This is an optimization exercise on Yosys and OpenROAD, whose aim is small area, not a production implementation. At most, simulation tests tie the RTL to the original design; equivalence was not proved. No functional check of the RTL was part of runs 1, 2 and 4. Power is estimated from default activity; no workload was simulated.

==> design.v <==
module Proj4WhackAMole(
    input  MAX10_CLK1_50,
    input  rst,              
    input  [9:0] SW,
    input  [3:0] BTN_N,
    output [7:0] MATRIX_ROW_N,
    output [7:0] MATRIX_COL,
    output [7:0] HEX0,
    output [7:0] HEX1,
    output [7:0] HEX2,
    output [7:0] HEX3,
    output [7:0] HEX4,
    output [7:0] HEX5,
    output [9:0] LEDR
);
wire clk = MAX10_CLK1_50;
reg [2:0] c6;        
reg [3:0] c10;       
reg [2:0] row_sel;
wire tick_scan = (c6 == 3'd2);
wire tick_game = tick_scan && (c10 == 4'd4);
always @(posedge clk) begin
    if (rst) begin
        c6      <= 3'd0;
        c10     <= 4'd0;
        row_sel <= 3'd0;
    end else begin
        c6 <= (c6 == 3'd5) ? 3'd0 : c6 + 3'd1;
        if (tick_scan) begin
            row_sel <= row_sel + 3'd1;
            c10     <= (c10 == 4'd9) ? 4'd0 : c10 + 4'd1;
        end
    end
end
wire smash_TL = ~BTN_N[0];
wire smash_TR = ~BTN_N[1];
wire smash_BL = ~BTN_N[2];
wire smash_any = ~&BTN_N;
wire [1:0] smash_zone =
    smash_TL ? 2'b00 :
    smash_TR ? 2'b01 :
    smash_BL ? 2'b10 : 2'b11;
wire start      = SW[0];
wire greset     = SW[1];
wire stats      = SW[2];
wire difficulty = SW[3];
localparam IDLE         = 3'd0;
localparam LIGHT_MOLE   = 3'd1;
localparam GAME_OVER    = 3'd2;
localparam WAIT_INPUT   = 3'd4;
localparam CHECK        = 3'd5;
localparam SCORE_UPDATE = 3'd6;
localparam NEXT_ROUND   = 3'd7;
reg [2:0] state;
wire show_mole = state[2];
reg [4:0] sc_t;  reg [3:0] sc_o;    
reg [4:0] hi_t;  reg [3:0] hi_o;    
reg [1:0] t_h;   reg [3:0] t_t;  reg [3:0] t_o;    
reg [1:0] a_h;   reg [3:0] a_t;     
reg [1:0] lives;
reg [7:0] lfsr;
reg prev_smash_any, prev_start;
wire [1:0] mole_row_group = lfsr[2:1];
wire [1:0] mole_col_group = lfsr[4:3];
wire [1:0] mole_zone = {lfsr[2], lfsr[4]};
wire smash_edge = smash_any & ~prev_smash_any;
wire start_edge = start & ~prev_start;
wire sc_wrap  = (sc_t == 5'd25) && (sc_o == 4'd5);
wire sc_o9    = (sc_o == 4'd9);
wire sc_eq_hi = (sc_t == hi_t) && (sc_o == hi_o);
wire [4:0] sc_t_n = sc_wrap ? 5'd0 : sc_o9 ? sc_t + 5'd1 : sc_t;
wire [3:0] sc_o_n = (sc_wrap || sc_o9) ? 4'd0 : sc_o + 4'd1;
wire timeout = (t_o == 4'd0) && (t_t == a_t) && (t_h == a_h);
always @(posedge clk) begin
  if (rst) begin
    state <= IDLE;
    sc_t  <= 5'd0;
    sc_o  <= 4'd0;
    hi_t  <= 5'd0;
    hi_o  <= 4'd0;
    lives <= 2'd3;
    lfsr  <= 8'hA3;
  end else if (tick_game) begin
    if (greset) begin
        state <= IDLE;
        sc_t  <= 5'd0;
        sc_o  <= 4'd0;
        lives <= 2'd3;
        lfsr  <= 8'hA3;
        hi_t  <= 5'd0;
        hi_o  <= 4'd0;
    end else begin
        case (state)
            IDLE: begin
                sc_t  <= 5'd0;
                sc_o  <= 4'd0;
                lives <= 2'd3;
                if (start) state <= LIGHT_MOLE;
            end
            LIGHT_MOLE: begin
                lfsr  <= {lfsr[6:0], lfsr[7] ^ lfsr[5]};
                state <= WAIT_INPUT;
            end
            WAIT_INPUT: begin
                if (smash_edge)
                    state <= (smash_zone == mole_zone) ? SCORE_UPDATE : CHECK;
                else if (timeout)
                    state <= CHECK;
            end
            CHECK: begin
                lives <= lives - 2'd1;
                state <= (lives == 2'd1) ? GAME_OVER : NEXT_ROUND;
            end
            SCORE_UPDATE: begin
                sc_t <= sc_t_n;
                sc_o <= sc_o_n;
                if (sc_eq_hi && !sc_wrap) begin
                    hi_t <= sc_t_n;
                    hi_o <= sc_o_n;
                end
                state <= NEXT_ROUND;
            end
            NEXT_ROUND: state <= LIGHT_MOLE;
            GAME_OVER:  if (start_edge) state <= IDLE;
            default:    state <= IDLE;
        endcase
    end
  end
end
always @(posedge clk) begin
  if (tick_game) begin
    prev_smash_any <= smash_any;
    prev_start     <= start;
    case (state)
        IDLE: begin
            a_h <= difficulty ? 2'd1 : 2'd2;
            a_t <= difficulty ? 4'd2 : 4'd0;
        end
        LIGHT_MOLE: begin
            t_h <= 2'd0; t_t <= 4'd0; t_o <= 4'd0;
        end
        WAIT_INPUT: begin
            if (t_o == 4'd9) begin
                t_o <= 4'd0;
                if (t_t == 4'd9) begin
                    t_t <= 4'd0;
                    t_h <= t_h + 2'd1;
                end else
                    t_t <= t_t + 4'd1;
            end else
                t_o <= t_o + 4'd1;
        end
        SCORE_UPDATE: begin
            if (a_h != 2'd0 || a_t != 4'd6) begin
                if (a_t == 4'd0) begin
                    a_t <= 4'd9;
                    a_h <= a_h - 2'd1;
                end else
                    a_t <= a_t - 4'd1;
            end
        end
        default: ;
    endcase
  end
end
wire row_hit = show_mole && !row_sel[0] && (row_sel[2:1] == mole_row_group);
genvar gi;
generate
    for (gi = 0; gi < 8; gi = gi + 1) begin : g_mat
        assign MATRIX_ROW_N[gi] = (row_sel == gi);
        if (gi % 2 == 0)
            assign MATRIX_COL[gi] = ~(row_hit && (mole_col_group == gi / 2));
        else
            assign MATRIX_COL[gi] = 1'b1;
    end
endgenerate
assign LEDR[0] = (lives != 2'd0);
assign LEDR[1] = lives[1];
assign LEDR[2] = (lives == 2'd3);
assign LEDR[9:3] = 7'b0000000;
wire in_idle   = (lives == 2'd3) && (sc_t == 5'd0) && (sc_o == 4'd0) && !show_mole;
wire game_over = (lives == 2'd0);
reg [3:0] d0, d1, d2, d3, d4, d5;
always @(*) begin
    d5 = sc_t[3:0];
    d4 = sc_o;
    d3 = 4'd0;
    d2 = {2'b00, t_h};
    d1 = t_t;
    d0 = t_o;
    if (in_idle) begin
        d5 = 4'hF; d4 = 4'd5; d3 = 4'hC; d2 = 4'hA; d1 = 4'hD; d0 = 4'hC;
    end else if (game_over && !stats) begin
        d5 = 4'hF; d4 = 4'hB; d3 = 4'd0; d2 = 4'd5; d1 = 4'hE; d0 = 4'hF;
    end else if (game_over && stats) begin
        d5 = 4'hF; d4 = 4'hF; d3 = 4'hF; d2 = 4'hF; d1 = hi_t[3:0]; d0 = hi_o;
    end
end
wire [7:0] h0, h1, h2, h3, h4, h5;
SevenSeg s0(d0, h0);
SevenSeg s1(d1, h1);
SevenSeg s2(d2, h2);
SevenSeg s3(d3, h3);
SevenSeg s4(d4, h4);
SevenSeg s5(d5, h5);
assign HEX0 = h0;
assign HEX1 = h1;
assign HEX2 = {h2[7] & game_over & stats, h2[6:0]};
assign HEX3 = h3;
assign HEX4 = h4;
assign HEX5 = h5;
endmodule
module SevenSeg(
    input [3:0] val,
    output reg [7:0] seg
);
always @(*) begin
    case (val)
        4'd0: seg = 8'b11000000;
        4'd1: seg = 8'b11111001;
        4'd2: seg = 8'b10100100;
        4'd3: seg = 8'b10110000;
        4'd4: seg = 8'b10011001;
        4'd5: seg = 8'b10010010;
        4'd6: seg = 8'b10000010;
        4'd7: seg = 8'b11111000;
        4'd8: seg = 8'b10000000;
        4'd9: seg = 8'b10010000;
        4'hA: seg = 8'b10001000;
        4'hB: seg = 8'b11000111;
        4'hC: seg = 8'b10000111;
        4'hD: seg = 8'b10101111;
        4'hE: seg = 8'b10000110;
        default: seg = 8'b11111111;
    endcase
end
endmodule
==> flow/run.sh <==
#!/bin/bash
# Own layout flow: the standard synthesis, then the combinational logic re-mapped for
# area (registers untouched), then the standard ORFS layout with small port buffers
# and a small clock tree.
set -euo pipefail
W=$(pwd)
R=$W/orfs/results/$FLOW_PLATFORM/Proj4WhackAMole/base
YOSYS=$FLOW_HOME/../tools/install/yosys/bin/yosys
LIB=$FLOW_HOME/platforms/$FLOW_PLATFORM/lib/sky130_fd_sc_hd__tt_025C_1v80.lib

bash standard.sh synth > $W/log_1_standard_synth.log 2>&1
cp $R/1_2_yosys.v $W/standard_synth.v

LIBFILE=$LIB TOP=$FLOW_TOP NETLIST_IN=$W/standard_synth.v NETLIST_OUT=$W/resynth.v \
  STAT_OUT=$W/resynth_stat.txt ABC_SCRIPT=$W/flow/area.abc DONT_USE_FILE=$W/flow/dont_use.txt \
  $YOSYS -c $W/flow/resynth.tcl > $W/log_2_resynth.log 2>&1

cp $W/resynth.v $R/1_2_yosys.v
rm -f $R/1_synth.odb $R/1_synth.sdc
export BUFFER_PORTS_ARGS="-buffer_cell sky130_fd_sc_hd__buf_1"
export CTS_ARGS="$(cat $W/flow/cts_args.txt)"
bash standard.sh finish > $W/log_3_standard_layout.log 2>&1
==> flow/area.abc <==
strash; &get -n; &deepsyn -T 30 -S 2; &put; dch -f; amap; topo
==> flow/cts_args.txt <==
-sink_clustering_enable -repair_clock_nets -dont_use_dummy_load -buf_list sky130_fd_sc_hd__clkbuf_16 -sink_clustering_size 60 -sink_clustering_max_diameter 300
==> flow/dont_use.txt <==

sky130_fd_sc_hd__a2111o_2
sky130_fd_sc_hd__a2111o_4
sky130_fd_sc_hd__a2111oi_2
sky130_fd_sc_hd__a2111oi_4
sky130_fd_sc_hd__a211o_2
sky130_fd_sc_hd__a211o_4
sky130_fd_sc_hd__a211oi_2
sky130_fd_sc_hd__a211oi_4
sky130_fd_sc_hd__a21bo_2
sky130_fd_sc_hd__a21bo_4
sky130_fd_sc_hd__a21boi_2
sky130_fd_sc_hd__a21boi_4
sky130_fd_sc_hd__a21o_2
sky130_fd_sc_hd__a21o_4
sky130_fd_sc_hd__a21oi_2
sky130_fd_sc_hd__a21oi_4
sky130_fd_sc_hd__a221o_2
sky130_fd_sc_hd__a221o_4
sky130_fd_sc_hd__a221oi_2
sky130_fd_sc_hd__a221oi_4
sky130_fd_sc_hd__a22o_2
sky130_fd_sc_hd__a22o_4
sky130_fd_sc_hd__a22oi_2
sky130_fd_sc_hd__a22oi_4
sky130_fd_sc_hd__a2bb2o_2
sky130_fd_sc_hd__a2bb2o_4
sky130_fd_sc_hd__a2bb2oi_2
sky130_fd_sc_hd__a2bb2oi_4
sky130_fd_sc_hd__a311o_2
sky130_fd_sc_hd__a311o_4
sky130_fd_sc_hd__a311oi_2
sky130_fd_sc_hd__a311oi_4
sky130_fd_sc_hd__a31o_2
sky130_fd_sc_hd__a31o_4
sky130_fd_sc_hd__a31oi_2
sky130_fd_sc_hd__a31oi_4
sky130_fd_sc_hd__a32o_2
sky130_fd_sc_hd__a32o_4
sky130_fd_sc_hd__a32oi_2
sky130_fd_sc_hd__a32oi_4
sky130_fd_sc_hd__a41o_2
sky130_fd_sc_hd__a41o_4
sky130_fd_sc_hd__a41oi_2
sky130_fd_sc_hd__a41oi_4
sky130_fd_sc_hd__and2_2
sky130_fd_sc_hd__and2_4
sky130_fd_sc_hd__and2b_2
sky130_fd_sc_hd__and2b_4
sky130_fd_sc_hd__and3_2
sky130_fd_sc_hd__and3_4
sky130_fd_sc_hd__and3b_2
sky130_fd_sc_hd__and3b_4
sky130_fd_sc_hd__and4_2
sky130_fd_sc_hd__and4_4
sky130_fd_sc_hd__and4b_2
sky130_fd_sc_hd__and4b_4
sky130_fd_sc_hd__and4bb_2
sky130_fd_sc_hd__and4bb_4
sky130_fd_sc_hd__buf_12
sky130_fd_sc_hd__buf_16
sky130_fd_sc_hd__buf_2
sky130_fd_sc_hd__buf_4
sky130_fd_sc_hd__buf_6
sky130_fd_sc_hd__buf_8
sky130_fd_sc_hd__bufbuf_16
sky130_fd_sc_hd__bufbuf_8
sky130_fd_sc_hd__bufinv_16
sky130_fd_sc_hd__bufinv_8
sky130_fd_sc_hd__clkbuf_1
sky130_fd_sc_hd__clkbuf_16
sky130_fd_sc_hd__clkbuf_2
sky130_fd_sc_hd__clkbuf_4
sky130_fd_sc_hd__clkbuf_8
sky130_fd_sc_hd__clkdlybuf4s15_1
sky130_fd_sc_hd__clkdlybuf4s15_2
sky130_fd_sc_hd__clkdlybuf4s18_1
sky130_fd_sc_hd__clkdlybuf4s18_2
sky130_fd_sc_hd__clkdlybuf4s25_1
sky130_fd_sc_hd__clkdlybuf4s25_2
sky130_fd_sc_hd__clkdlybuf4s50_1
sky130_fd_sc_hd__clkdlybuf4s50_2
sky130_fd_sc_hd__clkinv_1
sky130_fd_sc_hd__clkinv_16
sky130_fd_sc_hd__clkinv_2
sky130_fd_sc_hd__clkinv_4
sky130_fd_sc_hd__clkinv_8
sky130_fd_sc_hd__clkinvlp_2
sky130_fd_sc_hd__clkinvlp_4
sky130_fd_sc_hd__conb_1
sky130_fd_sc_hd__decap_12
sky130_fd_sc_hd__decap_3
sky130_fd_sc_hd__decap_4
sky130_fd_sc_hd__decap_6
sky130_fd_sc_hd__decap_8
sky130_fd_sc_hd__dfbbn_2
sky130_fd_sc_hd__dfrbp_2
sky130_fd_sc_hd__dfrtp_2
sky130_fd_sc_hd__dfrtp_4
sky130_fd_sc_hd__dfsbp_2
sky130_fd_sc_hd__dfstp_2
sky130_fd_sc_hd__dfstp_4
sky130_fd_sc_hd__dfxbp_2
sky130_fd_sc_hd__dfxtp_2
sky130_fd_sc_hd__dfxtp_4
sky130_fd_sc_hd__diode_2
sky130_fd_sc_hd__dlclkp_1
sky130_fd_sc_hd__dlclkp_2
sky130_fd_sc_hd__dlclkp_4
sky130_fd_sc_hd__dlrbn_2
sky130_fd_sc_hd__dlrbp_2
sky130_fd_sc_hd__dlrtn_2
sky130_fd_sc_hd__dlrtn_4
sky130_fd_sc_hd__dlrtp_2
sky130_fd_sc_hd__dlrtp_4
sky130_fd_sc_hd__dlxbn_2
sky130_fd_sc_hd__dlxtn_2
sky130_fd_sc_hd__dlxtn_4
sky130_fd_sc_hd__dlygate4sd1_1
sky130_fd_sc_hd__dlygate4sd2_1
sky130_fd_sc_hd__dlygate4sd3_1
sky130_fd_sc_hd__dlymetal6s2s_1
sky130_fd_sc_hd__dlymetal6s4s_1
sky130_fd_sc_hd__dlymetal6s6s_1
sky130_fd_sc_hd__ebufn_1
sky130_fd_sc_hd__ebufn_2
sky130_fd_sc_hd__ebufn_4
sky130_fd_sc_hd__ebufn_8
sky130_fd_sc_hd__einvn_2
sky130_fd_sc_hd__einvn_4
sky130_fd_sc_hd__einvn_8
sky130_fd_sc_hd__einvp_2
sky130_fd_sc_hd__einvp_4
sky130_fd_sc_hd__einvp_8
sky130_fd_sc_hd__fa_1
sky130_fd_sc_hd__fa_2
sky130_fd_sc_hd__fa_4
sky130_fd_sc_hd__ha_1
sky130_fd_sc_hd__ha_2
sky130_fd_sc_hd__ha_4
sky130_fd_sc_hd__inv_12
sky130_fd_sc_hd__inv_16
sky130_fd_sc_hd__inv_2
sky130_fd_sc_hd__inv_4
sky130_fd_sc_hd__inv_6
sky130_fd_sc_hd__inv_8
sky130_fd_sc_hd__lpflow_bleeder_1
sky130_fd_sc_hd__lpflow_clkbufkapwr_1
sky130_fd_sc_hd__lpflow_clkbufkapwr_16
sky130_fd_sc_hd__lpflow_clkbufkapwr_2
sky130_fd_sc_hd__lpflow_clkbufkapwr_4
sky130_fd_sc_hd__lpflow_clkbufkapwr_8
sky130_fd_sc_hd__lpflow_clkinvkapwr_1
sky130_fd_sc_hd__lpflow_clkinvkapwr_16
sky130_fd_sc_hd__lpflow_clkinvkapwr_2
sky130_fd_sc_hd__lpflow_clkinvkapwr_4
sky130_fd_sc_hd__lpflow_clkinvkapwr_8
sky130_fd_sc_hd__lpflow_decapkapwr_12
sky130_fd_sc_hd__lpflow_decapkapwr_3
sky130_fd_sc_hd__lpflow_decapkapwr_4
sky130_fd_sc_hd__lpflow_decapkapwr_6
sky130_fd_sc_hd__lpflow_decapkapwr_8
sky130_fd_sc_hd__lpflow_inputiso0n_1
sky130_fd_sc_hd__lpflow_inputiso0p_1
sky130_fd_sc_hd__lpflow_inputiso1n_1
sky130_fd_sc_hd__lpflow_inputiso1p_1
sky130_fd_sc_hd__lpflow_inputisolatch_1
sky130_fd_sc_hd__lpflow_isobufsrc_1
sky130_fd_sc_hd__lpflow_isobufsrc_16
sky130_fd_sc_hd__lpflow_isobufsrc_2
sky130_fd_sc_hd__lpflow_isobufsrc_4
sky130_fd_sc_hd__lpflow_isobufsrc_8
sky130_fd_sc_hd__lpflow_isobufsrckapwr_16
sky130_fd_sc_hd__lpflow_lsbuf_lh_hl_isowell_tap_1
sky130_fd_sc_hd__lpflow_lsbuf_lh_hl_isowell_tap_2
sky130_fd_sc_hd__lpflow_lsbuf_lh_hl_isowell_tap_4
sky130_fd_sc_hd__lpflow_lsbuf_lh_isowell_4
sky130_fd_sc_hd__lpflow_lsbuf_lh_isowell_tap_1
sky130_fd_sc_hd__lpflow_lsbuf_lh_isowell_tap_2
sky130_fd_sc_hd__lpflow_lsbuf_lh_isowell_tap_4
sky130_fd_sc_hd__macro_sparecell
sky130_fd_sc_hd__maj3_2
sky130_fd_sc_hd__maj3_4
sky130_fd_sc_hd__mux2_2
sky130_fd_sc_hd__mux2_4
sky130_fd_sc_hd__mux2_8
sky130_fd_sc_hd__mux2i_2
sky130_fd_sc_hd__mux2i_4
sky130_fd_sc_hd__mux4_2
sky130_fd_sc_hd__mux4_4
sky130_fd_sc_hd__nand2_2
sky130_fd_sc_hd__nand2_4
sky130_fd_sc_hd__nand2_8
sky130_fd_sc_hd__nand2b_2
sky130_fd_sc_hd__nand2b_4
sky130_fd_sc_hd__nand3_2
sky130_fd_sc_hd__nand3_4
sky130_fd_sc_hd__nand3b_2
sky130_fd_sc_hd__nand3b_4
sky130_fd_sc_hd__nand4_2
sky130_fd_sc_hd__nand4_4
sky130_fd_sc_hd__nand4b_2
sky130_fd_sc_hd__nand4b_4
sky130_fd_sc_hd__nand4bb_2
sky130_fd_sc_hd__nand4bb_4
sky130_fd_sc_hd__nor2_2
sky130_fd_sc_hd__nor2_4
sky130_fd_sc_hd__nor2_8
sky130_fd_sc_hd__nor2b_2
sky130_fd_sc_hd__nor2b_4
sky130_fd_sc_hd__nor3_2
sky130_fd_sc_hd__nor3_4
sky130_fd_sc_hd__nor3b_2
sky130_fd_sc_hd__nor3b_4
sky130_fd_sc_hd__nor4_2
sky130_fd_sc_hd__nor4_4
sky130_fd_sc_hd__nor4b_2
sky130_fd_sc_hd__nor4b_4
sky130_fd_sc_hd__nor4bb_2
sky130_fd_sc_hd__nor4bb_4
sky130_fd_sc_hd__o2111a_2
sky130_fd_sc_hd__o2111a_4
sky130_fd_sc_hd__o2111ai_2
sky130_fd_sc_hd__o2111ai_4
sky130_fd_sc_hd__o211a_2
sky130_fd_sc_hd__o211a_4
sky130_fd_sc_hd__o211ai_2
sky130_fd_sc_hd__o211ai_4
sky130_fd_sc_hd__o21a_2
sky130_fd_sc_hd__o21a_4
sky130_fd_sc_hd__o21ai_2
sky130_fd_sc_hd__o21ai_4
sky130_fd_sc_hd__o21ba_2
sky130_fd_sc_hd__o21ba_4
sky130_fd_sc_hd__o21bai_2
sky130_fd_sc_hd__o21bai_4
sky130_fd_sc_hd__o221a_2
sky130_fd_sc_hd__o221a_4
sky130_fd_sc_hd__o221ai_2
sky130_fd_sc_hd__o221ai_4
sky130_fd_sc_hd__o22a_2
sky130_fd_sc_hd__o22a_4
sky130_fd_sc_hd__o22ai_2
sky130_fd_sc_hd__o22ai_4
sky130_fd_sc_hd__o2bb2a_2
sky130_fd_sc_hd__o2bb2a_4
sky130_fd_sc_hd__o2bb2ai_2
sky130_fd_sc_hd__o2bb2ai_4
sky130_fd_sc_hd__o311a_2
sky130_fd_sc_hd__o311a_4
sky130_fd_sc_hd__o311ai_2
sky130_fd_sc_hd__o311ai_4
sky130_fd_sc_hd__o31a_2
sky130_fd_sc_hd__o31a_4
sky130_fd_sc_hd__o31ai_2
sky130_fd_sc_hd__o31ai_4
sky130_fd_sc_hd__o32a_2
sky130_fd_sc_hd__o32a_4
sky130_fd_sc_hd__o32ai_2
sky130_fd_sc_hd__o32ai_4
sky130_fd_sc_hd__o41a_2
sky130_fd_sc_hd__o41a_4
sky130_fd_sc_hd__o41ai_2
sky130_fd_sc_hd__o41ai_4
sky130_fd_sc_hd__or2_2
sky130_fd_sc_hd__or2_4
sky130_fd_sc_hd__or2b_2
sky130_fd_sc_hd__or2b_4
sky130_fd_sc_hd__or3_2
sky130_fd_sc_hd__or3_4
sky130_fd_sc_hd__or3b_2
sky130_fd_sc_hd__or3b_4
sky130_fd_sc_hd__or4_2
sky130_fd_sc_hd__or4_4
sky130_fd_sc_hd__or4b_2
sky130_fd_sc_hd__or4b_4
sky130_fd_sc_hd__or4bb_2
sky130_fd_sc_hd__or4bb_4
sky130_fd_sc_hd__probe_p_8
sky130_fd_sc_hd__probec_p_8
sky130_fd_sc_hd__sdfbbn_2
sky130_fd_sc_hd__sdfrbp_2
sky130_fd_sc_hd__sdfrtp_2
sky130_fd_sc_hd__sdfrtp_4
sky130_fd_sc_hd__sdfsbp_2
sky130_fd_sc_hd__sdfstp_2
sky130_fd_sc_hd__sdfstp_4
sky130_fd_sc_hd__sdfxbp_2
sky130_fd_sc_hd__sdfxtp_2
sky130_fd_sc_hd__sdfxtp_4
sky130_fd_sc_hd__sdlclkp_1
sky130_fd_sc_hd__sdlclkp_2
sky130_fd_sc_hd__sdlclkp_4
sky130_fd_sc_hd__sedfxbp_2
sky130_fd_sc_hd__sedfxtp_2
sky130_fd_sc_hd__sedfxtp_4
sky130_fd_sc_hd__xnor2_2
sky130_fd_sc_hd__xnor2_4
sky130_fd_sc_hd__xnor3_2
sky130_fd_sc_hd__xnor3_4
sky130_fd_sc_hd__xor2_2
sky130_fd_sc_hd__xor2_4
sky130_fd_sc_hd__xor3_2
sky130_fd_sc_hd__xor3_4
==> flow/resynth.tcl <==
# Re-map the combinational logic of the standard synthesis netlist for area.
# Flip-flops and tie cells are kept exactly as the standard synthesis made them.
yosys -import
set lib $::env(LIBFILE)
set top $::env(TOP)
read_liberty -ignore_miss_func $lib
read_verilog $::env(NETLIST_IN)
hierarchy -top $top
set fh [open $::env(NETLIST_IN)]
set txt [read $fh]
close $fh
set mods [lsort -unique [regexp -all -inline {sky130_fd_sc_hd__[a-z0-9_]+} $txt]]
set keep [list]
foreach m $mods {
  if {[regexp {^sky130_fd_sc_hd__(df|edf|sdf|dl|sdl|conb)} $m]} { lappend keep $m }
}
foreach m $keep { setattr -mod -set keep_hierarchy 1 $m }
flatten
foreach m $keep { blackbox $m }
select $top
opt_clean -purge
opt -full
set du [list]
set fh [open $::env(DONT_USE_FILE)]
foreach c [split [string trim [read $fh]] "\n"] { lappend du -dont_use $c }
close $fh
abc -script $::env(ABC_SCRIPT) -liberty $lib {*}$du
opt_clean -purge
hilomap -singleton -hicell sky130_fd_sc_hd__conb_1 HI -locell sky130_fd_sc_hd__conb_1 LO
insbuf -buf sky130_fd_sc_hd__buf_1 A X
splitnets
opt_clean -purge
select -clear
tee -o $::env(STAT_OUT) stat -liberty $lib -top $top
write_verilog -noattr -nohex -nodec -selected $::env(NETLIST_OUT)
==> standard.sh <==
#!/bin/bash
# synth_recipe.tcl (not shown) runs the flow's synth.tcl, then flattens the netlist and writes it again
# the make line also repeats each setting of config.mk as NAME=value (left out here)
make -C /OpenROAD-flow-scripts/flow DESIGN_CONFIG=/design/flow/config.mk WORK_HOME=/design/flow/orfs CLKGATE_MAP_FILE= SYNTH_SCRIPT=/design/flow/synth_recipe.tcl "${@:-finish}"
==> config.mk <==
export PLATFORM = sky130hd
export DESIGN_NAME = Proj4WhackAMole
export DESIGN_NICKNAME = Proj4WhackAMole
export VERILOG_FILES = /design/flow/design.v
export SDC_FILE = /design/flow/constraint.sdc
export NUM_CORES = 4
export LEC_CHECK = 0
export ABC_AREA = 1
export CAP_MARGIN = 20
export CORE_MARGIN = 2
export CORE_UTILIZATION = 40
export CTS_BUF_LIST = sky130_fd_sc_hd__clkbuf_4
export SLEW_MARGIN = 20
==> constraint.sdc <==
create_clock -name core_clock -period 20.0 [get_ports {MAX10_CLK1_50}]
set_input_delay 4.0000 -clock core_clock [delete_from_list [all_inputs] [get_ports {MAX10_CLK1_50}]]
set_output_delay 4.0000 -clock core_clock [all_outputs]
set_load 0.01 [all_outputs]
==> results of run 1 <==
-- report_power, final --
part / switching (mW) / internal, mW / leakage [nW]
Combinational: 0.00642 / 0.00264 / 0.878
Clock: 0.0464 / 0.0783 / 0.111
Sequential: 0.00111 / 0.124 / 0.491
-- metrics by stage --
stage          worst slack, ns  area, um2
2_1_floorplan            10.57       3560
3_3_place_gp             10.25       3870
3_5_place_dp             10.20       3870
4_1_cts                  10.18       4090
5_1_grt                   9.93       4100
6_report                 10.12       4100
-- metal layers --
metal | global-route usage (%) | part of all wire [%] | vias up
li1 | - | - | 1829
met1 | 25.4 | 45 | 1678
met2 | 32.8 | 46 | 151
met3 | 3.67 | 7.3 | 12
met4 | 8.23 | 1.2 | 0
met5 | 0 | 0 | -
-- how the worst max path moves through the flow --
stage | startpoint | endpoint | cells past startpoint
floorplan | SW[2] | HEX0[4] | 7
global placement | SW[2] | HEX0[4] | 8
detailed placement | SW[2] | HEX1[4] | 10
CTS | SW[2] | HEX1[4] | 10
global route | SW[2] | HEX0[4] | 8
finish | SW[2] | HEX1[4] | 10
-- worst register-to-register path, stage by stage (launching register included) --
cell	delay [ns]
dfxtp_1	0.31
inv_1	0.07
nand2_1	0.07
nor2_1	0.20
nand4_1	0.37
nor2_1	0.37
inv_1	0.16
nor2_1	0.25
inv_1	0.12
o21ai_0	0.24
or3_1	0.23
nor2_1	0.08
inv_1	0.07
nor2_1	0.07
nand2_1	0.11
nor2_1	0.05
a211oi_1	0.24
a22o_1	0.17
-- state kept, by name (all words and copies together), names as in the netlist, 3 cells and up --
| signal | cells |
|---|---|
| lfsr | 8 |
| hi_t | 5 |
| sc_t | 5 |
| a_t | 4 |
| c10 | 4 |
| hi_o | 4 |
| sc_o | 4 |
| t_o | 4 |
| t_t | 4 |
| c6 | 3 |
| row_sel | 3 |
| state | 3 |
-- layout make-up --
cell class,instances,area (um2),share of cell area [%]
sequential,59,1360,33.2
tap,108,135,3.30
multi-input combinational,345,1830,44.6
clock buffer,9,225,5.49
timing repair buffer,68,259,6.32
inverter,77,289,7.05
==> results.txt, run 1 <==
setup tns final 0 ns; Syn Area/Cell slightly above 7 um2; layout cells sized above 1 1.97%; io pins 90; Area Growth Syn to Fin 17.0%; # fillers 886; Reg2Reg Setup Slack 16.78 ns; # rows 34; Ys Warns 2; DRC violations left 0; Final Hold Fails 0; core box area between 8000 and 9000 um2; outcome no timing/DRC/antenna violations; post-CTS sizing 0; Mapped Cells between 400 and 500; r2r worst-path depth 17; Final Cycle Share ~50%; critical path type input port to primary output; clock sink count 59; detailed-route wire length 9430 um; CP cell instances buf_1, nand2_1, o22ai_1, inv_1, nor2_1, inv_1, nor2_1, a21oi_1, o32ai_1, buf_1; # nets final between 500 and 600; vias in the first global route 3350; Peak supply drop 0.0513 mV; Vias 3670; routed vias/inst between 5 and 6; Setup-failing EPs final 0; achievable frequency a little over 100 MHz; CTS Buf Count 9; WL per Instance ~14 um; clk latency of the worst-skew pair 0.32 ns; Power Total between 0.2 and 0.3 mW; Crit Reg-Reg Startpoint c6[2]; final core utilization roughly 48%; initial antenna violation count 0; Die Area 9530 um2; hold_sp c6[0]; Worst Path Max Fanout 9; Worst Max-Slew Pin Slew about 0.65 ns; H-tree depth 3; crit path DAT 5.88 ns; fin. max-slew vios 0; Clk Tree Root Cell clkbuf_16; Worst setup SP type input port; Slowest cell on crit path o22ai_1; crit-path leading delay family compound AO/OA/AOI/OAI gates; first-pass GRT wire length 15600 um; CP Buf/Inv Count 4; pin count of the biggest net entering global routing 14; PD cells 63.2 nW/um2; Bufs on Longest Clock Path 2; worst hold path depth 1; max-cap violations 0; Starting Density 40.8%; Placer Congestion 0.871; RSZ-0062 raised after global routing no; post-route insts no fill 666; RR Endpoint hi_t[4]; Die Span Y between 90 and 100 um; 1st-pass router iterations 4; crit path time final 9.88 ns; total global routing track utilization 19.8%; HPWL after DPL 7270 um; drt initial violations 155; Hold EP c6[0]; worst hold path class flop to flop; post-route ant nets 0; Max-slew headroom 56.4%; I/O Buffers 67; total grt overflow 0; CTS tree built; post-CTS setup buffers 0; CP max stage delay 0.43 ns; die width 97.6 um; most frequent cells in the layout nor2_1, inv_1, buf_1, dfxtp_1, o21ai_0; leakage 1.48 nW; n_diodes 0; dpl cells roughly 660; cts hold-fix bufs 0; commonest non-fill, non-tap cell in the layout nor2_1; Setup crit end kind primary output; WHS between 0.4 and 0.5 ns; WP data required 16.00 ns; Worst Skew about 0.012 ns; Cell Area, Synth 3500 um2; clock edge transition at the registers on the reported setup and hold paths 0.05 ns
==> inputs of run 2 (changes only) <==
==> flow/cts_args.txt (replaced) <==
-sink_clustering_enable -repair_clock_nets -dont_use_dummy_load -buf_list sky130_fd_sc_hd__clkbuf_8 -sink_clustering_size 30 -sink_clustering_max_diameter 100
==> run 2 against run 1 <==
Synthesized cell count increased by 2.5%. Wire length decreased by 0.63%. Via count increased by 0.65%. Total power decreased by 18%. Global-route usage decreased by 0.31 points. Fmax decreased by 2.3%. Clock power decreased by 37%. Setup slack got worse by 0.23 ns. Highest routed layer unchanged. Cell count increased by 1.8%. Clock skew increased by 0.0064 ns.
==> results.txt, run 2 <==
Die Area 9510 um2 (was 9530 um2); max-cap violations 0 (unchanged); Bufs on Longest Clock Path 2 (unchanged); total global routing track utilization 19.5% (was 19.8%); commonest non-fill, non-tap cell in the layout nor2_1 (unchanged); Die Span Y 97.5 um (was 97.6 um); worst hold path class flop to flop (unchanged); most frequent cells in the layout nor2_1, inv_1, buf_1, dfxtp_1, a21oi_1 (was nor2_1, inv_1, buf_1, dfxtp_1, o21ai_0); Worst Skew 0.0184 ns (was 0.0120 ns); leakage 1.46 nW (was 1.48 nW); Biggest register lfsr (unchanged); io pins 90 (unchanged); crit path DAT 6.11 ns (was 5.88 ns); Worst setup SP type input port (unchanged); Starting Density 40.7% (was 40.8%); Cell Area, Synth 3500 um2 (about the same); Worst Path Max Fanout 7 (was 9); CP Buf/Inv Count 5 (was 4); WL per Instance 13.8 um (was 14.2 um); Vias 3694 (was 3670); Ys Warns 2 (unchanged); 1st-pass router iterations 5 (was 4); core box area 8590 um2 (unchanged); first-pass GRT wire length 15300 um (was 15600 um); Syn Area/Cell 6.98 um2 (was 7.17 um2); RSZ-0062 raised after global routing no (unchanged); routed vias/inst 5.45 (was 5.51); Peak supply drop 0.0344 mV (was 0.0513 mV); Setup crit end kind primary output (unchanged); crit-path leading delay family compound AO/OA/AOI/OAI gates (unchanged); Area Growth Syn to Fin 13.9% (was 17.0%); post-route insts no fill 678 (was 666); Setup-failing EPs final 0 (unchanged); largest registers lfsr: 8 flops, hi_t: 5 flops, sc_t: 5 flops (unchanged); final worst setup slack 9.89 ns (was 10.12 ns); Slowest cell on crit path o22ai_1 (unchanged); Mapped Cells 501 (was 489); clock sink count 59 (unchanged); max reg flops 8 (unchanged); PD cells 53.2 nW/um2 (was 63.2 nW/um2); clock edge transition at the registers on the reported setup and hold paths 0.07 ns (was 0.05 ns); pin count of the biggest net entering global routing 13 (was 14); Max-slew headroom 63.5% (was 56.4%); Final Cycle Share 50.5% (was 49.4%); Final Hold Fails 0 (unchanged); crit path time final 10.11 ns (was 9.88 ns); CTS Buf Count 9 (unchanged); total grt overflow 0 (unchanged); most used cell, CP nor2_1; # nets final 588 (was 576); layout cells sized above 1 1.75% (was 1.97%); CP cell instances buf_1, nand2_1, o22ai_1, inv_1, nor2_1, inv_1, nor2_1, inv_1, o21ai_0, o21ai_0, nor2_1, a31oi_1, o21a_1, nor2_1, nor2_1, buf_1 (was buf_1, nand2_1, o22ai_1, inv_1, nor2_1, inv_1, nor2_1, a21oi_1, o32ai_1, buf_1); post-CTS sizing 0 (unchanged); initial antenna violation count 0 (unchanged); post-CTS setup buffers 0 (unchanged); CP max stage delay 0.31 ns (was 0.43 ns); # rows 34 (unchanged); clk latency of the worst-skew pair 0.34 ns (was 0.32 ns); achievable frequency 98.9 MHz (was 101 MHz); cts hold-fix bufs 0 (unchanged); Placer Congestion 0.893 (was 0.871); detailed-route wire length 9370 um (was 9430 um); post-route ant nets 0 (unchanged); outcome no timing/DRC/antenna violations (unchanged); critical path type input port to primary output (unchanged); fin. max-slew vios 0 (unchanged); dpl cells 669 (was 657); vias in the first global route 3377 (was 3350); HPWL after DPL 7420 um (was 7270 um); DRC violations left 0 (unchanged); drt initial violations 208 (was 155); CTS tree built (unchanged); setup tns final 0 ns (unchanged); DP Worst Slack 9.96 ns (was 10.20 ns); n_diodes 0 (unchanged); H-tree depth 3 (unchanged); die width 97.5 um (was 97.6 um); Worst Max-Slew Pin Slew 0.540 ns (was 0.649 ns); I/O Buffers 67 (unchanged); WP data required 16.00 ns (about the same); Clk Tree Root Cell clkbuf_8 (was clkbuf_16)
-- run 2: metrics by stage --
step / area [um2] / utilization, % / hold slack [ns] / power [mW]
floorplan: 3550 / - / 0.420 / 0.134
global placement: 3860 / 44.9 / 0.435 / 0.135
detailed placement: 3860 / 44.9 / 0.454 / 0.135
global route: 3990 / 46.4 / 0.494 / 0.220
finish: 3990 / 46.4 / 0.457 / 0.212
CTS: 3990 / 46.4 / 0.458 / 0.215
-- run 2: path summary, 6_finish.rpt --
kind         startpoint      end  slack, ns  cells after the start
min reg2reg       c6[2]    c6[1]       0.46                      1
max               SW[2]  HEX0[3]       9.89                     16
min               c6[2]    c6[1]       0.46                      1
max reg2reg       c6[2]  hi_t[3]      16.33                     16
-- run 2: layer usage --
metal / track usage, % / wire length [um] / vias to the layer above
li1: - / - / 1845
met1: 25.1 / 4280 / 1688
met2: 32.4 / 4310 / 137
met3: 3.45 / 588 / 24
met4: 8.12 / 189 / 0
met5: 0 / 0 / -
-- run 2: cell type report --
class / instances / area (um2)
well taps: 108 / 135
clock buffers: 9 / 124
repair buffers: 68 / 259
multi-input cells: 354 / 1810
fillers: 916 / 4610
inverters: 80 / 300
flip-flops and latches: 59 / 1360
-- run 2: power breakdown --
group	switching, mW	internal [mW]
Sequential	0.000867	0.124
Clock	0.0391	0.0398
Combinational	0.00614	0.00223
-- run 2: worst register-to-register path, cell delays in order (launching register included) --
cell	delay, ns
dfxtp_1	0.31
inv_1	0.07
nand2_1	0.08
nor2_1	0.25
inv_1	0.13
nor2b_1	0.27
a21oi_1	0.14
nand3_1	0.17
inv_1	0.17
a21oi_1	0.51
inv_1	0.28
nor2_1	0.25
o21ai_0	0.23
inv_1	0.13
nor2_1	0.13
a211oi_1	0.32
o22a_1	0.18
==> inputs of run 3 (changes only) <==
--- a/design.v
+++ b/design.v
@@ -131,36 +131,39 @@
   if (tick_game) begin
     prev_smash_any <= smash_any;
     prev_start     <= start;
-    case (state)
-        IDLE: begin
-            a_h <= difficulty ? 2'd1 : 2'd2;
-            a_t <= difficulty ? 4'd2 : 4'd0;
-        end
-        LIGHT_MOLE: begin
-            t_h <= 2'd0; t_t <= 4'd0; t_o <= 4'd0;
-        end
-        WAIT_INPUT: begin
-            if (t_o == 4'd9) begin
-                t_o <= 4'd0;
-                if (t_t == 4'd9) begin
-                    t_t <= 4'd0;
-                    t_h <= t_h + 2'd1;
+    if (!greset) begin
+        case (state)
+            IDLE: begin
+                t_h <= 2'd0; t_t <= 4'd0; t_o <= 4'd0;
+                a_h <= difficulty ? 2'd1 : 2'd2;
+                a_t <= difficulty ? 4'd2 : 4'd0;
+            end
+            LIGHT_MOLE: begin
+                t_h <= 2'd0; t_t <= 4'd0; t_o <= 4'd0;
+            end
+            WAIT_INPUT: begin
+                if (t_o == 4'd9) begin
+                    t_o <= 4'd0;
+                    if (t_t == 4'd9) begin
+                        t_t <= 4'd0;
+                        t_h <= t_h + 2'd1;
+                    end else
+                        t_t <= t_t + 4'd1;
                 end else
-                    t_t <= t_t + 4'd1;
-            end else
-                t_o <= t_o + 4'd1;
-        end
-        SCORE_UPDATE: begin
-            if (a_h != 2'd0 || a_t != 4'd6) begin
-                if (a_t == 4'd0) begin
-                    a_t <= 4'd9;
-                    a_h <= a_h - 2'd1;
-                end else
-                    a_t <= a_t - 4'd1;
-            end
-        end
-        default: ;
-    endcase
+                    t_o <= t_o + 4'd1;
+            end
+            SCORE_UPDATE: begin
+                if (a_h != 2'd0 || a_t != 4'd6) begin
+                    if (a_t == 4'd0) begin
+                        a_t <= 4'd9;
+                        a_h <= a_h - 2'd1;
+                    end else
+                        a_t <= a_t - 4'd1;
+                end
+            end
+            default: ;
+        endcase
+    end
   end
 end
 wire row_hit = show_mole && !row_sel[0] && (row_sel[2:1] == mole_row_group);
--- a/flow/run.sh
+++ b/flow/run.sh
@@ -1,7 +1,6 @@
 #!/bin/bash
 # Own layout flow: the standard synthesis, then the combinational logic re-mapped for
-# area (registers untouched), then the standard ORFS layout with small port buffers
-# and a small clock tree.
+# area (registers untouched), then the standard ORFS layout with small port buffers.
 set -euo pipefail
 W=$(pwd)
 R=$W/orfs/results/$FLOW_PLATFORM/Proj4WhackAMole/base
@@ -18,5 +17,4 @@
 cp $W/resynth.v $R/1_2_yosys.v
 rm -f $R/1_synth.odb $R/1_synth.sdc
 export BUFFER_PORTS_ARGS="-buffer_cell sky130_fd_sc_hd__buf_1"
-export CTS_ARGS="$(cat $W/flow/cts_args.txt)"
 bash standard.sh finish > $W/log_3_standard_layout.log 2>&1
==> flow/area.abc (replaced) <==
strash; dc2; dch -f; amap; topo
removed: flow/cts_args.txt
==> run 3 against run 2 <==
Still clean on timing, DRC and antenna. Combinational power increased by 2%. Sequential share of layout area decreased by 2.3 points. Synthesized cell count increased by 6.8%. Global-route usage increased by 0.76 points. Sequential power about the same. Register-to-register slack improved by 0.52 ns. Critical path depth decreased by 8. First-iteration DRC count increased by 35%. Fmax increased by 3.0%. Hold slack got worse by 0.0056 ns. Wire length increased by 8.6%. Largest power group unchanged.
==> results.txt, run 3 <==
routed vias/inst 5.61 (was 5.45); Worst Path Max Fanout 12 (was 7); CTS Buf Count 9 (unchanged); HPWL after DPL 7760 um (was 7420 um); clock edge transition at the registers on the reported setup and hold paths 0.09 ns (was 0.07 ns); I/O Buffers 67 (unchanged); max reg flops 8 (unchanged); die width 101 um (was 97.5 um); layout cells sized above 1 2.78% (was 1.75%); # rows 35 (was 34); post-route insts no fill 723 (was 678); Cell Area, Placed 4100 um2 (was 3860 um2); Final Hold Fails 0 (unchanged); worst hold path depth 1 (unchanged); WL per Instance 14.1 um (was 13.8 um); Clk network pwr share 44.9% (was 37.2%); crit path time final 9.82 ns (was 10.11 ns); n_diodes 0 (unchanged); drt initial violations 281 (was 208); Vias 4054 (was 3694); total grt overflow 0 (unchanged); Die Span Y 101 um (was 97.5 um); Mapped Cells 535 (was 501); Area Growth Syn to Fin 14.9% (was 13.9%); Worst setup SP type input port (unchanged); r2r worst-path depth 10 (was 16); Placer Congestion 0.962 (was 0.893); pin count of the biggest net entering global routing 34 (was 13); Biggest register lfsr (unchanged); H-tree depth 3 (unchanged); crit path DAT 5.82 ns (was 6.11 ns); Syn Area/Cell 6.96 um2 (was 6.98 um2); core box area 9150 um2 (was 8590 um2); PD cells 56.3 nW/um2 (was 53.2 nW/um2); clock sink count 59 (unchanged); detailed-route wire length 10200 um (was 9370 um); Peak supply drop 0.0363 mV (was 0.0344 mV); post-route ant nets 0 (unchanged); leakage 1.65 nW (was 1.46 nW); CTS tree built (unchanged); Final Cycle Share 49.1% (was 50.5%); Clk Tree Root Cell clkbuf_4 (was clkbuf_8); Ys Warns 2 (unchanged); first-pass GRT wire length 16500 um (was 15300 um); P_sw 0.0512 mW (was 0.0461 mW); fin area 4280 um2 (was 3990 um2); Max-slew headroom 35.5% (was 63.5%); setup tns final 0 ns (unchanged); clk latency of the worst-skew pair 0.41 ns (was 0.34 ns); worst hold path class flop to flop (unchanged); Gate power share 3.5% (was 3.9%); cts hold-fix bufs 0 (unchanged); post-CTS setup buffers 0 (unchanged); WP data required 16.00 ns (about the same); initial antenna violation count 0 (unchanged); Die Area 10100 um2 (was 9510 um2); RSZ-0062 raised after global routing no (unchanged); dpl cells 707 (was 669); final core utilization 46.8% (was 46.4%); Starting Density 40.7% (about the same); total global routing track utilization 20.3% (was 19.5%); commonest non-fill, non-tap cell in the layout nor2_1 (unchanged); 1st-pass router iterations 8 (was 5); DRC violations left 0 (unchanged); critical path type input port to primary output (unchanged); Cell Area, Synth 3730 um2 (was 3500 um2); post-CTS sizing 0 (unchanged); final worst setup slack 10.18 ns (was 9.89 ns); Bufs on Longest Clock Path 2 (unchanged); Net Sw Frac 21.2% (was 21.7%); Worst Max-Slew Pin Slew 0.958 ns (was 0.540 ns); Setup crit end kind primary output (unchanged); max-cap violations 0 (unchanged); fin. max-slew vios 0 (unchanged); Power Internal 0.190 mW (was 0.166 mW); DP Worst Slack 10.20 ns (was 9.96 ns); most frequent cells in the layout nor2_1, inv_1, buf_1, o21ai_0, dfxtp_1 (was nor2_1, inv_1, buf_1, dfxtp_1, a21oi_1); Setup-failing EPs final 0 (unchanged); Worst Skew 0.0193 ns (was 0.0184 ns); outcome no timing/DRC/antenna violations (unchanged); register share of total power 51.6% (was 58.8%); # nets final 623 (was 588); achievable frequency 102 MHz (was 98.9 MHz); largest registers lfsr: 8 flops, hi_t: 5 flops, sc_t: 5 flops (unchanged); io pins 90 (unchanged); vias in the first global route 3546 (was 3377)
==> run 3: final timing paths <==
check | start | endpoint | slack (ns)
worst max-delay path | SW[2] | HEX1[3] | 10.18
worst min-delay path | c6[0] | c6[0] | 0.45
worst max register to register | c6[1] | t_t[0] | 16.85
worst min register to register | c6[0] | c6[0] | 0.45
==> run 3: final cells by class <==
type	instances	area (um2)
flip-flops and latches	59	1360
inverters	70	263
multi-input cells	398	2070
clock buffers	10	75.1
well taps	111	139
repair buffers	69	267
fillers	965	4870
clock inverters	6	104
==> run 3: power by group through the flow <==
stage	logic, mW	registers [mW]	clock network (mW)
2_1_floorplan	0.00615	0.127	0
3_3_place_gp	0.00832	0.127	0
3_5_place_dp	0.00847	0.127	0
4_1_cts	0.00848	0.124	0.110
5_1_grt	0.00963	0.124	0.115
6_report	0.00850	0.124	0.108
==> run 3: stage by stage <==
step	hold WS, ns	power, mW
after floorplan	0.415	0.133
after global placement	0.435	0.135
after detailed placement	0.439	0.136
after CTS	0.459	0.242
after global routing	0.480	0.249
final	0.451	0.241
==> run 3: per-layer routing <==
| layer | vias to the layer above | wire, um | global-route usage [%] |
|---|---|---|---|
| li1 | 2023 | - | - |
| met1 | 1852 | 4750 | 26.8 |
| met2 | 163 | 4640 | 33.2 |
| met3 | 16 | 621 | 4.02 |
| met4 | 0 | 162 | 6.85 |
| met5 | - | 0 | 0 |
==> run 3: critical path, stage by stage <==
cell     delay [ns]
buf_1          0.09
nand2_1        0.24
o22ai_1        0.58
nand2_1        0.20
nand3_1        0.14
a21oi_1        0.05
or3_1          0.38
buf_1          0.14
==> inputs of run 4 (changes only) <==
--- a/design.v
+++ b/design.v
@@ -131,39 +131,36 @@
   if (tick_game) begin
     prev_smash_any <= smash_any;
     prev_start     <= start;
-    if (!greset) begin
-        case (state)
-            IDLE: begin
-                t_h <= 2'd0; t_t <= 4'd0; t_o <= 4'd0;
-                a_h <= difficulty ? 2'd1 : 2'd2;
-                a_t <= difficulty ? 4'd2 : 4'd0;
-            end
-            LIGHT_MOLE: begin
-                t_h <= 2'd0; t_t <= 4'd0; t_o <= 4'd0;
-            end
-            WAIT_INPUT: begin
-                if (t_o == 4'd9) begin
-                    t_o <= 4'd0;
-                    if (t_t == 4'd9) begin
-                        t_t <= 4'd0;
-                        t_h <= t_h + 2'd1;
-                    end else
-                        t_t <= t_t + 4'd1;
+    case (state)
+        IDLE: begin
+            a_h <= difficulty ? 2'd1 : 2'd2;
+            a_t <= difficulty ? 4'd2 : 4'd0;
+        end
+        LIGHT_MOLE: begin
+            t_h <= 2'd0; t_t <= 4'd0; t_o <= 4'd0;
+        end
+        WAIT_INPUT: begin
+            if (t_o == 4'd9) begin
+                t_o <= 4'd0;
+                if (t_t == 4'd9) begin
+                    t_t <= 4'd0;
+                    t_h <= t_h + 2'd1;
                 end else
-                    t_o <= t_o + 4'd1;
-            end
-            SCORE_UPDATE: begin
-                if (a_h != 2'd0 || a_t != 4'd6) begin
-                    if (a_t == 4'd0) begin
-                        a_t <= 4'd9;
-                        a_h <= a_h - 2'd1;
-                    end else
-                        a_t <= a_t - 4'd1;
-                end
-            end
-            default: ;
-        endcase
-    end
+                    t_t <= t_t + 4'd1;
+            end else
+                t_o <= t_o + 4'd1;
+        end
+        SCORE_UPDATE: begin
+            if (a_h != 2'd0 || a_t != 4'd6) begin
+                if (a_t == 4'd0) begin
+                    a_t <= 4'd9;
+                    a_h <= a_h - 2'd1;
+                end else
+                    a_t <= a_t - 4'd1;
+            end
+        end
+        default: ;
+    endcase
   end
 end
 wire row_hit = show_mole && !row_sel[0] && (row_sel[2:1] == mole_row_group);
@@ -183,58 +180,40 @@
 assign LEDR[9:3] = 7'b0000000;
 wire in_idle   = (lives == 2'd3) && (sc_t == 5'd0) && (sc_o == 4'd0) && !show_mole;
 wire game_over = (lives == 2'd0);
-reg [3:0] d0, d1, d2, d3, d4, d5;
-always @(*) begin
-    d5 = sc_t[3:0];
-    d4 = sc_o;
-    d3 = 4'd0;
-    d2 = {2'b00, t_h};
-    d1 = t_t;
-    d0 = t_o;
-    if (in_idle) begin
-        d5 = 4'hF; d4 = 4'd5; d3 = 4'hC; d2 = 4'hA; d1 = 4'hD; d0 = 4'hC;
-    end else if (game_over && !stats) begin
-        d5 = 4'hF; d4 = 4'hB; d3 = 4'd0; d2 = 4'd5; d1 = 4'hE; d0 = 4'hF;
-    end else if (game_over && stats) begin
-        d5 = 4'hF; d4 = 4'hF; d3 = 4'hF; d2 = 4'hF; d1 = hi_t[3:0]; d0 = hi_o;
-    end
-end
-wire [7:0] h0, h1, h2, h3, h4, h5;
-SevenSeg s0(d0, h0);
-SevenSeg s1(d1, h1);
-SevenSeg s2(d2, h2);
-SevenSeg s3(d3, h3);
-SevenSeg s4(d4, h4);
-SevenSeg s5(d5, h5);
-assign HEX0 = h0;
-assign HEX1 = h1;
-assign HEX2 = {h2[7] & game_over & stats, h2[6:0]};
-assign HEX3 = h3;
-assign HEX4 = h4;
-assign HEX5 = h5;
+wire m_lose    = game_over && !stats;
+wire m_stats   = game_over && stats;
+wire m_num     = !in_idle && !game_over;
+wire [6:0] seg_hex0 = seg_bcd(m_stats ? hi_o : t_o);
+wire [6:0] seg_hex1 = seg_hex(m_stats ? hi_t[3:0] : t_t);
+wire [6:0] seg_hex4 = seg_bcd(sc_o);
+wire [6:0] seg_hex5 = seg_hex(sc_t[3:0]);
+wire [6:0] seg_hex2 = {~t_h[1], ~(~t_h[1] & ~t_h[0]), t_h[0], t_h[0], t_h[1], 1'b0, t_h[0]};
+assign HEX0 = {1'b1, in_idle ? 7'h07 : m_lose ? 7'h7F : seg_hex0};
+assign HEX1 = {1'b1, in_idle ? 7'h2F : m_lose ? 7'h06 : seg_hex1};
+assign HEX2 = {m_stats, in_idle ? 7'h08 : m_lose ? 7'h12 : m_stats ? 7'h7F : seg_hex2};
+assign HEX3 = {1'b1, in_idle ? 7'h07 : m_stats ? 7'h7F : 7'h40};
+assign HEX4 = {1'b1, in_idle ? 7'h12 : m_lose ? 7'h47 : m_stats ? 7'h7F : seg_hex4};
+assign HEX5 = {1'b1, m_num ? seg_hex5 : 7'h7F};
+function [6:0] seg_bcd(input [3:0] d);
+    begin
+        seg_bcd[0] = (~d[3] & ~d[2] & ~d[1] & d[0]) | (d[2] & ~d[1] & ~d[0]);
+        seg_bcd[1] = (d[2] & d[1] & ~d[0]) | (d[2] & ~d[1] & d[0]);
+        seg_bcd[2] = (~d[2] & d[1] & ~d[0]);
+        seg_bcd[3] = (d[2] & ~d[1] & ~d[0]) | (~d[3] & ~d[2] & ~d[1] & d[0]) | (d[2] & d[1] & d[0]);
+        seg_bcd[4] = (d[2] & ~d[1]) | (d[0]);
+        seg_bcd[5] = (~d[2] & d[1]) | (~d[3] & ~d[2] & d[0]) | (d[1] & d[0]);
+        seg_bcd[6] = (~d[3] & ~d[2] & ~d[1]) | (d[2] & d[1] & d[0]);
+    end
+endfunction
+function [6:0] seg_hex(input [3:0] d);
+    begin
+        seg_hex[0] = (d[3] & d[2] & d[0]) | (d[2] & ~d[1] & ~d[0]) | (~d[3] & ~d[2] & ~d[1] & d[0]) | (d[3] & d[1] & d[0]);
+        seg_hex[1] = ~((~d[3] & ~d[1] & ~d[0]) | (~d[3] & d[1] & d[0]) | (~d[2] & ~d[0]) | (~d[2] & ~d[1]));
+        seg_hex[2] = (~d[3] & ~d[2] & d[1] & ~d[0]) | (d[3] & d[1] & d[0]) | (d[3] & d[2]);
+        seg_hex[3] = (d[3] & d[2] & d[0]) | (~d[3] & d[2] & ~d[1] & ~d[0]) | (d[3] & ~d[2] & d[1] & ~d[0]) | (~d[3] & ~d[2] & ~d[1] & d[0]) | (d[2] & d[1] & d[0]);
+        seg_hex[4] = ~((d[3] & d[2] & ~d[1]) | (~d[2] & ~d[0]) | (d[1] & ~d[0]) | (d[3] & ~d[2] & d[1]));
+        seg_hex[5] = ~((~d[1] & ~d[0]) | (d[2] & ~d[0]) | (d[3] & ~d[2]) | (~d[3] & d[2] & ~d[1]));
+        seg_hex[6] = (~d[3] & ~d[2] & ~d[1]) | (d[3] & d[1] & d[0]) | (d[2] & d[1] & d[0]);
+    end
+endfunction
 endmodule
-module SevenSeg(
-    input [3:0] val,
-    output reg [7:0] seg
-);
-always @(*) begin
-    case (val)
-        4'd0: seg = 8'b11000000;
-        4'd1: seg = 8'b11111001;
-        4'd2: seg = 8'b10100100;
-        4'd3: seg = 8'b10110000;
-        4'd4: seg = 8'b10011001;
-        4'd5: seg = 8'b10010010;
-        4'd6: seg = 8'b10000010;
-        4'd7: seg = 8'b11111000;
-        4'd8: seg = 8'b10000000;
-        4'd9: seg = 8'b10010000;
-        4'hA: seg = 8'b10001000;
-        4'hB: seg = 8'b11000111;
-        4'hC: seg = 8'b10000111;
-        4'hD: seg = 8'b10101111;
-        4'hE: seg = 8'b10000110;
-        default: seg = 8'b11111111;
-    endcase
-end
-endmodule
--- a/flow/run.sh
+++ b/flow/run.sh
@@ -1,6 +1,7 @@
 #!/bin/bash
 # Own layout flow: the standard synthesis, then the combinational logic re-mapped for
-# area (registers untouched), then the standard ORFS layout with small port buffers.
+# area (registers untouched), then the standard ORFS layout with small port buffers
+# and a small clock tree.
 set -euo pipefail
 W=$(pwd)
 R=$W/orfs/results/$FLOW_PLATFORM/Proj4WhackAMole/base
@@ -17,4 +18,6 @@
 cp $W/resynth.v $R/1_2_yosys.v
 rm -f $R/1_synth.odb $R/1_synth.sdc
 export BUFFER_PORTS_ARGS="-buffer_cell sky130_fd_sc_hd__buf_1"
+export CTS_ARGS="$(cat $W/flow/cts_args.txt)"
+export SKIP_REPAIR_TIE_FANOUT=1
 bash standard.sh finish > $W/log_3_standard_layout.log 2>&1
==> flow/area.abc (replaced) <==
strash; &get -n; &deepsyn -T 30 -S 2; &put; dch -f; amap; topo
==> flow/cts_args.txt (new file) <==
-sink_clustering_enable -repair_clock_nets -dont_use_dummy_load -buf_list sky130_fd_sc_hd__clkbuf_4
==> run 4 against run 3 <==
Hold slack worse by 0.0015 ns. Total power down 14%. Sequential share of layout area up 4.9 points. Die area down 10%. Combinational power rose to 2.8 times the previous value. Flip-flop and latch count stayed put. Fmax is 2.3% lower. Clock skew is 0.0024 ns higher. First-iteration DRC count decreased by 46%.
==> results.txt, run 4 <==
clk latency of the worst-skew pair 0.39 ns (was 0.41 ns); # nets final 530 (was 623); CP cell instances buf_1, nand2_1, inv_1, o22ai_1, inv_1, a21oi_1, a211oi_1, o21a_1, nor2_1, o21ai_0, o22ai_1, buf_1 (was buf_1, nand2_1, o22ai_1, nand2_1, nand3_1, a21oi_1, or3_1, buf_1); # rows 33 (was 35); max reg flops 8 (unchanged); fin. max-slew vios 0 (unchanged); achievable frequency 99.5 MHz (was 102 MHz); largest registers lfsr: 8 flops, hi_t: 5 flops, sc_t: 5 flops (unchanged); Clk Tree Root Cell clkbuf_4 (unchanged); Ys Warns 1 (was 2); die width 95.3 um (was 101 um); Final Hold Fails 0 (unchanged); Peak supply drop 0.0306 mV (was 0.0363 mV); Vias 3458 (was 4054); Placer Congestion 0.861 (was 0.962); Crit Reg-Reg Startpoint c6[2] (was c6[1]); commonest non-fill, non-tap cell in the layout nor2_1 (unchanged); DRC violations left 0 (unchanged); routed vias/inst 5.60 (was 5.61); crit-path leading delay family compound AO/OA/AOI/OAI gates (was simple AND/OR/NAND/NOR gates); CP Depth 12 (was 8); worst hold path class flop to flop (unchanged); clock edge transition at the registers on the reported setup and hold paths 0.07 ns (was 0.09 ns); CP max stage delay 0.30 ns (was 0.58 ns); io pins 90 (unchanged); pin count of the biggest net entering global routing 17 (was 34); Power Total 0.208 mW (was 0.241 mW); Die Area 9080 um2 (was 10100 um2); crit path time final 10.06 ns (was 9.82 ns); Worst setup SP type input port (unchanged); WP data required 16.00 ns (about the same); outcome no timing/DRC/antenna violations (unchanged); Reg2Reg Setup Slack 16.31 ns (was 16.85 ns); layout cells sized above 1 1.95% (was 2.78%); detailed-route wire length 8750 um (was 10200 um); Area Growth Syn to Fin 11.3% (was 14.9%); initial antenna violation count 0 (unchanged); first-pass GRT wire length 14300 um (was 16500 um); total global routing track utilization 20.2% (was 20.3%); total grt overflow 0 (unchanged); I/O Buffers 67 (unchanged); Slowest cell on crit path o22ai_1 (unchanged); Setup crit end kind primary output (unchanged); max-cap violations 0 (unchanged); H-tree depth 3 (unchanged); crit path DAT 6.06 ns (was 5.82 ns); Mapped Cells 457 (was 535); Final Cycle Share 50.3% (was 49.1%); post-CTS sizing 0 (unchanged); Biggest register lfsr (unchanged); Worst Skew 0.0218 ns (was 0.0193 ns); r2r worst-path depth 16 (was 10); grt met1 use 25.8% (was 26.8%); grt met2 use 33.7% (was 33.2%); GR Layer Usage met3 3.64% (was 4.02%); WHS 0.450 ns (was 0.451 ns); RSZ-0062 raised after global routing no (unchanged); GRT busiest layer met2 (unchanged); WL per Instance 14.2 um (was 14.1 um); CTS tree built (unchanged); HPWL after DPL 6820 um (was 7760 um); CTS Buf Count 9 (unchanged); worst setup path end HEX1[4] (was HEX1[3]); Starting Density 41.0% (was 40.7%); Setup-failing EPs final 0 (unchanged); CP Buf/Inv Count 4 (was 2); leakage 1.35 nW (was 1.65 nW); post-CTS setup buffers 0 (unchanged); Syn Area/Cell 7.29 um2 (was 6.96 um2); Worst Path Max Fanout 8 (was 12); Die Span Y 95.3 um (was 101 um); Max-slew headroom 41.3% (was 35.5%); n_diodes 0 (unchanged); drt initial violations 153 (was 281); Bufs on Longest Clock Path 2 (unchanged); clock sink count 59 (unchanged); Worst Max-Slew Pin Slew 0.873 ns (was 0.958 ns); cts hold-fix bufs 0 (unchanged); Cell Area, Synth 3330 um2 (was 3730 um2); most frequent cells in the layout nor2_1, inv_1, buf_1, dfxtp_1, nand2_1 (was nor2_1, inv_1, buf_1, o21ai_0, dfxtp_1); post-route ant nets 0 (unchanged); 1st-pass router iterations 6 (was 8); RR Endpoint hi_o[1] (was t_t[0]); hold_sp c6[0] (unchanged); core box area 8130 um2 (was 9150 um2); vias in the first global route 3074 (was 3546); setup tns final 0 ns (unchanged); critical path type input port to primary output (unchanged); PD cells 56.2 nW/um2 (was 56.3 nW/um2); Setup crit start SW[2] (unchanged)
[run 4: cell types whose count changed in the layout (fill, tap and decap cells not counted), sizes merged, moves of 7 or more]
cell	delta
a21oi	-7
a22oi	-13
conb	-14
nand2	-7
nor2	-37
o21ai	-16
o22ai	+15
[run 4: per-layer routing]
layer	wire length [um]	part of all wire, %
met5	0	0
met4	139	1.6
met3	556	6.4
met2	4010	46
met1	4040	46
[run 4: cell type report]
| type | count | area [um2] |
|---|---|---|
| Clock buffer | 9 | 67.6 |
| Timing Repair Buffer | 68 | 259 |
| Inverter | 72 | 270 |
| Sequential cell | 59 | 1360 |
| Multi-Input combinational cell | 304 | 1620 |
| Fill cell | 857 | 4430 |
| Tap cell | 105 | 131 |
[run 4: report_power, final]
group | switching (mW) | internal (mW)
combinational | 0.0163 | 0.00732
sequential | 0.00187 | 0.124
clock | 0.0378 | 0.0209
[run 4: worst register-to-register path, cell delays in order, from the launching register on]
cell and delay (ns):
dfxtp_1 0.32, inv_1 0.06, nand2_1 0.06, nor2_1 0.29
and2_0 0.28, a21oi_1 0.11, nand3_1 0.19, inv_1 0.17
a21oi_1 0.51, inv_1 0.14, nor2_1 0.42, o21ai_0 0.35
nor2_1 0.22, inv_1 0.09, a211oi_1 0.25, nor2_1 0.06
a21oi_1 0.11
[run 4: worst min-delay path by stage]
stage	slack [ns]	end	cells after the start
floorplan	0.42	c6[0]	1
global placement	0.44	c6[0]	1
detailed placement	0.44	c6[0]	1
CTS	0.45	c6[0]	1
global route	0.49	c6[1]	1
finish	0.45	c6[0]	1
[run 4: metrics by stage]
stage          instance area [um2]  utilization [%]  worst slack, ns  instances
6_report                      3710             45.6             9.94        617
5_1_grt                       3710             45.6             9.69        617
4_1_cts                       3710             45.6             9.97        617
3_5_place_dp                  3640             44.7             9.98        608
3_3_place_gp                  3640             44.7            10.02        608
2_1_floorplan                 3330                -            10.36        457

-- what the ideal ports hide --
Ports are ideal in the flow. The routed layouts listed here were re-timed in OpenROAD. Step 1 (the two cells are an assumption about what drives the block):
set clk [get_ports {MAX10_CLK1_50}]
set_driving_cell -lib_cell sky130_fd_sc_hd__clkbuf_16 $clk
set_driving_cell -lib_cell sky130_fd_sc_hd__buf_2 [delete_from_list [all_inputs] $clk]
Step 2 times the ports against the registers' clock, not the clock port: input delays grow and output delays shrink by t, the midpoint of the rising clock arrivals with the driver on. Slacks: ideal ports / drivers / drivers and shift; pairs: ideal ports / drivers.
run	t (ns)	slack for setup (ns)	worst setup path after step 2
run 1	0.348	10.122 / 10.096 / 10.096	input to output
run 2	0.358	9.890 / 9.863 / 9.863	input to output
run 3	0.430	10.181 / 10.149 / 10.149	input to output
run 4	0.411	9.945 / 9.916 / 9.916	input to output
After both steps setup and hold are still met in every run listed. For run 3, which loses most, drivers alone change the setup slack by -0.032 ns; drivers and shift together by -0.032 ns.
